From an optimization exercise on the open Yosys and OpenROAD flow, aimed at small area; shortcuts taken in it are not production practice.
RTL that was checked went through simulation tests only; none was proved equivalent to the original.
No activity file was given, so power comes from the tool's default toggle rates.

==> flow/design.v <==
module parking_meter(input add1,
		     input add2,
		     input add3,
		     input add4,
		     input rst1,
		     input rst2,
		     input clk,
		     input rst,
		     output [6:0] led_seg,
		     output a1,
		     output a2,
		     output a3,
		     output a4,
		     output [3:0] val1,
		     output [3:0] val2,
		     output [3:0] val3,
		     output [3:0] val4
		     );
   reg [3:0] d0, d1, d2, d3;
   reg act, tw;
   reg [5:0] r;
   reg q, h;
   reg hb;
   reg [3:0] code;
   reg [1:0] idx;
   assign val1 = d0;
   assign val2 = d1;
   assign val3 = d2;
   assign val4 = d3;
   wire anyadd = add1 | add2 | add3 | add4;
   wire anyb = anyadd | rst1 | rst2;
   wire clr = anyb | rst;
   wire z0 = ~(d0[3] | d0[2] | d0[1] | d0[0]);
   wire z1 = ~(d1[3] | d1[2] | d1[1] | d1[0]);
   wire z2 = ~(d2[3] | d2[2] | d2[1] | d2[0]);
   wire z3 = ~(d3[3] | d3[2] | d3[1] | d3[0]);
   wire zero = z0 & z1 & z2 & z3;
   wire le180 = z3 & (z2 | ((d2 == 4'd1) & (~d1[3] | (~d1[0] & z0))));
   wire end50 = r[0] & r[1] & r[2] & ~r[3] & ~r[4];
   wire tick = q & end50 & ~zero;
   function [3:0] dec(input [3:0] b);
      dec = {(b[3] & b[0]) | ~(b[3] | b[2] | b[1] | b[0]),
	     (b[2] & (b[1] | b[0])) | (b[3] & ~b[0]),
	     (b[1] & b[0]) | (~b[1] & ~b[0] & (b[3] | b[2])),
	     ~b[0]};
   endfunction
   function [3:0] inc(input [3:0] b);
      inc = {(b[3] & ~b[0]) | (b[2] & b[1] & b[0]),
	     b[2] ^ (b[1] & b[0]),
	     (b[1] ^ b[0]) & ~b[3],
	     ~b[0]};
   endfunction
   wire [2:0] e = d1[3:1];
   function [3:0] tens(input p1, input p2, input p3, input [2:0] e);
      if (p1)
	case (e)
	  3'd0: tens = 4'd3; 3'd1: tens = 4'd4; 3'd2: tens = 4'd8; 3'd3: tens = 4'd9;
	  default: tens = 4'd10;
	endcase
      else if (p2)
	case (e)
	  3'd0: tens = 4'd1; 3'd1: tens = 4'd2; 3'd2: tens = 4'd3; 3'd3: tens = 4'd4;
	  default: tens = 4'd8;
	endcase
      else if (p3)
	case (e)
	  3'd0: tens = 4'd4; 3'd1: tens = 4'd8; 3'd2: tens = 4'd9; 3'd3: tens = 4'd10;
	  default: tens = 4'd11;
	endcase
      else
	tens = {1'b0, e};
   endfunction
   wire [3:0] tr = tens(add1, add2, add3, e);
   wire [2:0] en = tr[2:0];
   wire c1 = tr[3];
   wire [3:0] a1n = {en, d1[0]};
   wire [3:0] h1 = inc(d2);
   wire [3:0] h2 = inc(h1);
   wire [3:0] h3 = inc(h2);
   wire hc1 = d2[3] & d2[0];
   wire hc2 = d2[3];
   wire hc3 = d2[3] | (d2[2] & d2[1] & d2[0]);
   wire m1 = add1 ? c1 : 1'b1;            
   wire m2 = ~add1 & (c1 | ~(add2 | add3));  
   wire m3 = ~add1 & ~add2 & ~add3;       
   wire [3:0] a2n = m3 ? h3 : m2 ? h2 : m1 ? h1 : d2;
   wire c2 = m3 ? hc3 : m2 ? hc2 : m1 & hc1;
   wire ovf = c2 & d3[3] & d3[0];
   wire [3:0] a3n = c2 ? inc(d3) : d3;
   always @(posedge clk) begin
      if (anyadd) begin
	 if (ovf) begin
	    d0 <= 4'd9; d1 <= 4'd9; d2 <= 4'd9; d3 <= 4'd9;
	 end else begin
	    d1 <= a1n; d2 <= a2n; d3 <= a3n;
	 end
      end else if (rst) begin
	 d0 <= 4'd0; d1 <= 4'd0; d2 <= 4'd0; d3 <= 4'd0;
      end else if (rst1) begin
	 d0 <= 4'd6; d1 <= 4'd1; d2 <= 4'd0; d3 <= 4'd0;
      end else if (rst2) begin
	 d0 <= 4'd0; d1 <= 4'd5; d2 <= 4'd1; d3 <= 4'd0;
      end else if (tick) begin
	 d0 <= dec(d0);
	 if (z0) d1 <= dec(d1);
	 if (z0 & z1) d2 <= dec(d2);
	 if (z0 & z1 & z2) d3 <= dec(d3);
      end
   end
   always @(posedge clk) begin
      if (rst) begin
	 act <= 1'b0; tw <= 1'b0;
      end else if (rst1 | rst2) begin
	 act <= 1'b1; tw <= 1'b0;
      end else if (!act) begin
	 act <= anyadd;
	 tw <= anyadd & ~add4;
      end else begin
	 act <= ~(tw & zero);
	 tw <= le180 & ~(tw & zero);
      end
   end
   always @(posedge clk) begin
      if (clr | end50)
	r <= 6'd0;
      else
	r <= {~r[4:0], ~(r[5] ^ r[4])};
      if (clr) begin
	 q <= 1'b0; h <= 1'b0;
      end else if (end50) begin
	 q <= ~q; h <= h ^ q;
      end
      hb <= anyb & ~rst;
   end
   wire rprev = code[3] & code[2] & ~code[0];
   wire [1:0] digI = rprev ? 2'd0 : hb ? idx : idx + 2'd1;
   wire lit = tw ? ~h : ~q;
   wire [3:0] sel = digI[1] ? (digI[0] ? d0 : d1) : (digI[0] ? d2 : d3);
   always @(posedge clk) begin
      idx <= digI;
      if (rst)
	code <= 4'b1100;
      else if (lit)
	code <= sel;
      else
	code <= 4'b1111;
   end
   wire on = ~(code[3] & code[2]);
   assign a1 = ~(on & (idx == 2'd0));
   assign a2 = ~(on & (idx == 2'd1));
   assign a3 = ~(on & (idx == 2'd2));
   assign a4 = ~(on & (idx == 2'd3));
   function [6:0] seg7(input [3:0] c);
      case (c)
	4'd0: seg7 = 7'b0000001;
	4'd1: seg7 = 7'b1001111;
	4'd2: seg7 = 7'b0010010;
	4'd3: seg7 = 7'b0000110;
	4'd4: seg7 = 7'b1001100;
	4'd5: seg7 = 7'b0100100;
	4'd6: seg7 = 7'b0100000;
	4'd7: seg7 = 7'b0001111;
	4'd8: seg7 = 7'b0000000;
	4'd9: seg7 = 7'b0001100;
	4'd12: seg7 = 7'b0000001;
	4'd15: seg7 = 7'b1111111;
	default: seg7 = 7'b1111111;
      endcase
   endfunction
   assign led_seg = seg7(code);
endmodule
==> flow/config.mk <==
export PLATFORM = sky130hd
export DESIGN_NAME = parking_meter
export DESIGN_NICKNAME = parking_meter
export VERILOG_FILES = /design/flow/design.v
export SDC_FILE = /design/flow/constraint.sdc
export NUM_CORES = 4
export LEC_CHECK = 0
export CAP_MARGIN = 20
export CORE_MARGIN = 2
export CORE_UTILIZATION = 40
export SLEW_MARGIN = 20
==> flow/constraint.sdc <==
create_clock -name core_clock -period 15.0 [get_ports {clk}]
set_input_delay 3.0000 -clock core_clock [delete_from_list [all_inputs] [get_ports {clk}]]
set_output_delay 3.0000 -clock core_clock [all_outputs]
set_load 0.01 [all_outputs]
standard.sh (not shown) runs the stock make flow with config.mk's settings and CLKGATE_MAP_FILE= SYNTH_SCRIPT=/design/flow/synth_recipe.tcl, a recipe that flattens the netlist after the stock synthesis.
==> flow/flow/run.sh <==
#!/bin/bash
# Own layout flow: the standard synthesis, then an area re-mapping of the
# combinational logic only (registers kept as synthesized, same names and
# cells; several ABC runs, the smallest kept), then the standard layout
# with 1x port buffers and a small clock tree. Each tool writes its full
# output to a log in this folder.
set -euo pipefail
W=$(pwd)
F=$W/flow
R=$W/orfs/results/$FLOW_PLATFORM/parking_meter/base
YOSYS=$FLOW_HOME/../tools/install/yosys/bin/yosys
LIB=$FLOW_HOME/platforms/sky130hd/lib/sky130_fd_sc_hd__tt_025C_1v80.lib

bash standard.sh synth > $W/std_synth.log 2>&1

# combinational cells of the library as Verilog, to flatten into gates
python3 $F/libfuncs.py $LIB $W/comb_cells.v > $W/libfuncs.log 2>&1
DU=$(sed -n '/DONT_USE_CELLS/,/^#/p' $FLOW_HOME/platforms/sky130hd/config.mk | grep -o 'sky130_fd_sc_hd__[a-z0-9_]*' | sed 's/^/-dont_use /' | tr '\n' ' ')
cp $R/1_2_yosys.v $W/std_1_2_yosys.v

reopt() { # seed
  local s=$1
  printf '&get -n\n&deepsyn -T %s -S %s\n&put\ndch -f\nmap -a\n' "${DEEPSYN_T:-30}" "$s" > $W/reopt_$s.abc
  $YOSYS -l $W/reopt_$s.log -p "read_liberty -lib $LIB; read_verilog -overwrite $W/comb_cells.v; read_verilog $W/std_1_2_yosys.v; hierarchy -top $FLOW_TOP; flatten; techmap; opt -fast; opt_clean; abc -liberty $LIB $DU -script $W/reopt_$s.abc; opt_clean -purge; read_liberty -lib -ignore_redef $LIB; rename -hide w:*.*; opt_clean -purge; hilomap -singleton -hicell sky130_fd_sc_hd__conb_1 HI -locell sky130_fd_sc_hd__conb_1 LO; tee -o $W/reopt_$s.stat stat -liberty $LIB; check -assert; write_verilog -noattr -nohex -nodec $W/reopt_$s.v" > /dev/null 2>&1 || true
}
for s in 1 2 3 4; do reopt $s & done; wait
for s in 5 6 7 8; do reopt $s & done; wait
best=""; barea=1e12
for s in 1 2 3 4 5 6 7 8; do
  [[ -s $W/reopt_$s.v && -s $W/reopt_$s.stat ]] || continue
  grep -q "Found and reported 0 problems" $W/reopt_$s.log || continue
  a=$(grep "Chip area" $W/reopt_$s.stat | awk '{print $NF}')
  if python3 -c "import sys; sys.exit(0 if $a < $barea else 1)"; then barea=$a; best=$s; fi
done
echo "best seed $best area $barea" > $W/reopt_choice.log
if [[ -n $best ]]; then
  cp $W/reopt_$best.v $R/1_2_yosys.v
  rm -f $R/1_synth.odb $R/1_synth.sdc
fi

bash standard.sh \
  BUFFER_PORTS_ARGS="-buffer_cell sky130_fd_sc_hd__buf_1" \
  CTS_ARGS="-sink_clustering_enable -repair_clock_nets -buf_list sky130_fd_sc_hd__clkbuf_4 -root_buf sky130_fd_sc_hd__clkbuf_4 -dont_use_dummy_load" \
  finish > $W/std_layout.log 2>&1
Other scripts of this flow, unchanged in this note and not shown: flow/flow/libfuncs.py
The baseline completed without violations.
Edit:
--- a/flow/design.v
+++ b/flow/design.v
@@ -19,9 +19,9 @@
    reg [3:0] d0, d1, d2, d3;
    reg act, tw;
    reg [5:0] r;
    reg q, h;
-   reg hb;
+   reg [1:0] digI;
    reg [3:0] code;
    reg [1:0] idx;
    assign val1 = d0;
    assign val2 = d1;
@@ -129,12 +129,13 @@
 	 q <= 1'b0; h <= 1'b0;
       end else if (end50) begin
 	 q <= ~q; h <= h ^ q;
       end
-      hb <= anyb & ~rst;
+      if (rst)
+	digI <= 2'd0;
+      else if (!anyb)
+	digI <= digI + 2'd1;
    end
-   wire rprev = code[3] & code[2] & ~code[0];
-   wire [1:0] digI = rprev ? 2'd0 : hb ? idx : idx + 2'd1;
    wire lit = tw ? ~h : ~q;
    wire [3:0] sel = digI[1] ? (digI[0] ? d0 : d1) : (digI[0] ? d2 : d3);
    always @(posedge clk) begin
       idx <= digI;
Core utilization stays flat.
Design area stays flat.
Total power drops by 13%.
Synthesized cell count went down by 1.5%.
Synthesized area is about the same.
Setup slack got worse by 0.32 ns.
Routed wire length goes down by 5.3%.
Non-clock buffer count does not change.
Sequential share of layout area is higher by 0.89 points.
The RTL of the second run of this note was laid out without a check of its function.

[re-timing with driven ports]
No port has a modelled driver above. Below, the same layouts with a new extraction and two added sets of constraints.
Step 1 sets driving cells, clkbuf_16 on the clock port and buf_2 on the other inputs (assumed; they add their load-dependent delay and slew).
Step 2 adds t to the input delays and takes it off the output delays; t is the mean of the earliest and latest rising clock arrival at the registers after step 1. Input paths then give back, and output paths get back, about the clock's delay inside the block.
Slacks: ideal / step 1 / step 2; pairs: ideal / step 1.
run	shift t [ns]	setup slack, ns	worst register clock-pin slew, ns
the first run	0.347	8.839 / 8.838 / 8.491	0.11 / 0.11
the second run	0.358	8.518 / 8.525 / 8.166	0.11 / 0.11
After both steps setup and hold are still met in every run listed. The setup slack of the second run, which loses most, moves by +0.007 ns with the drivers and by -0.352 ns with both steps.
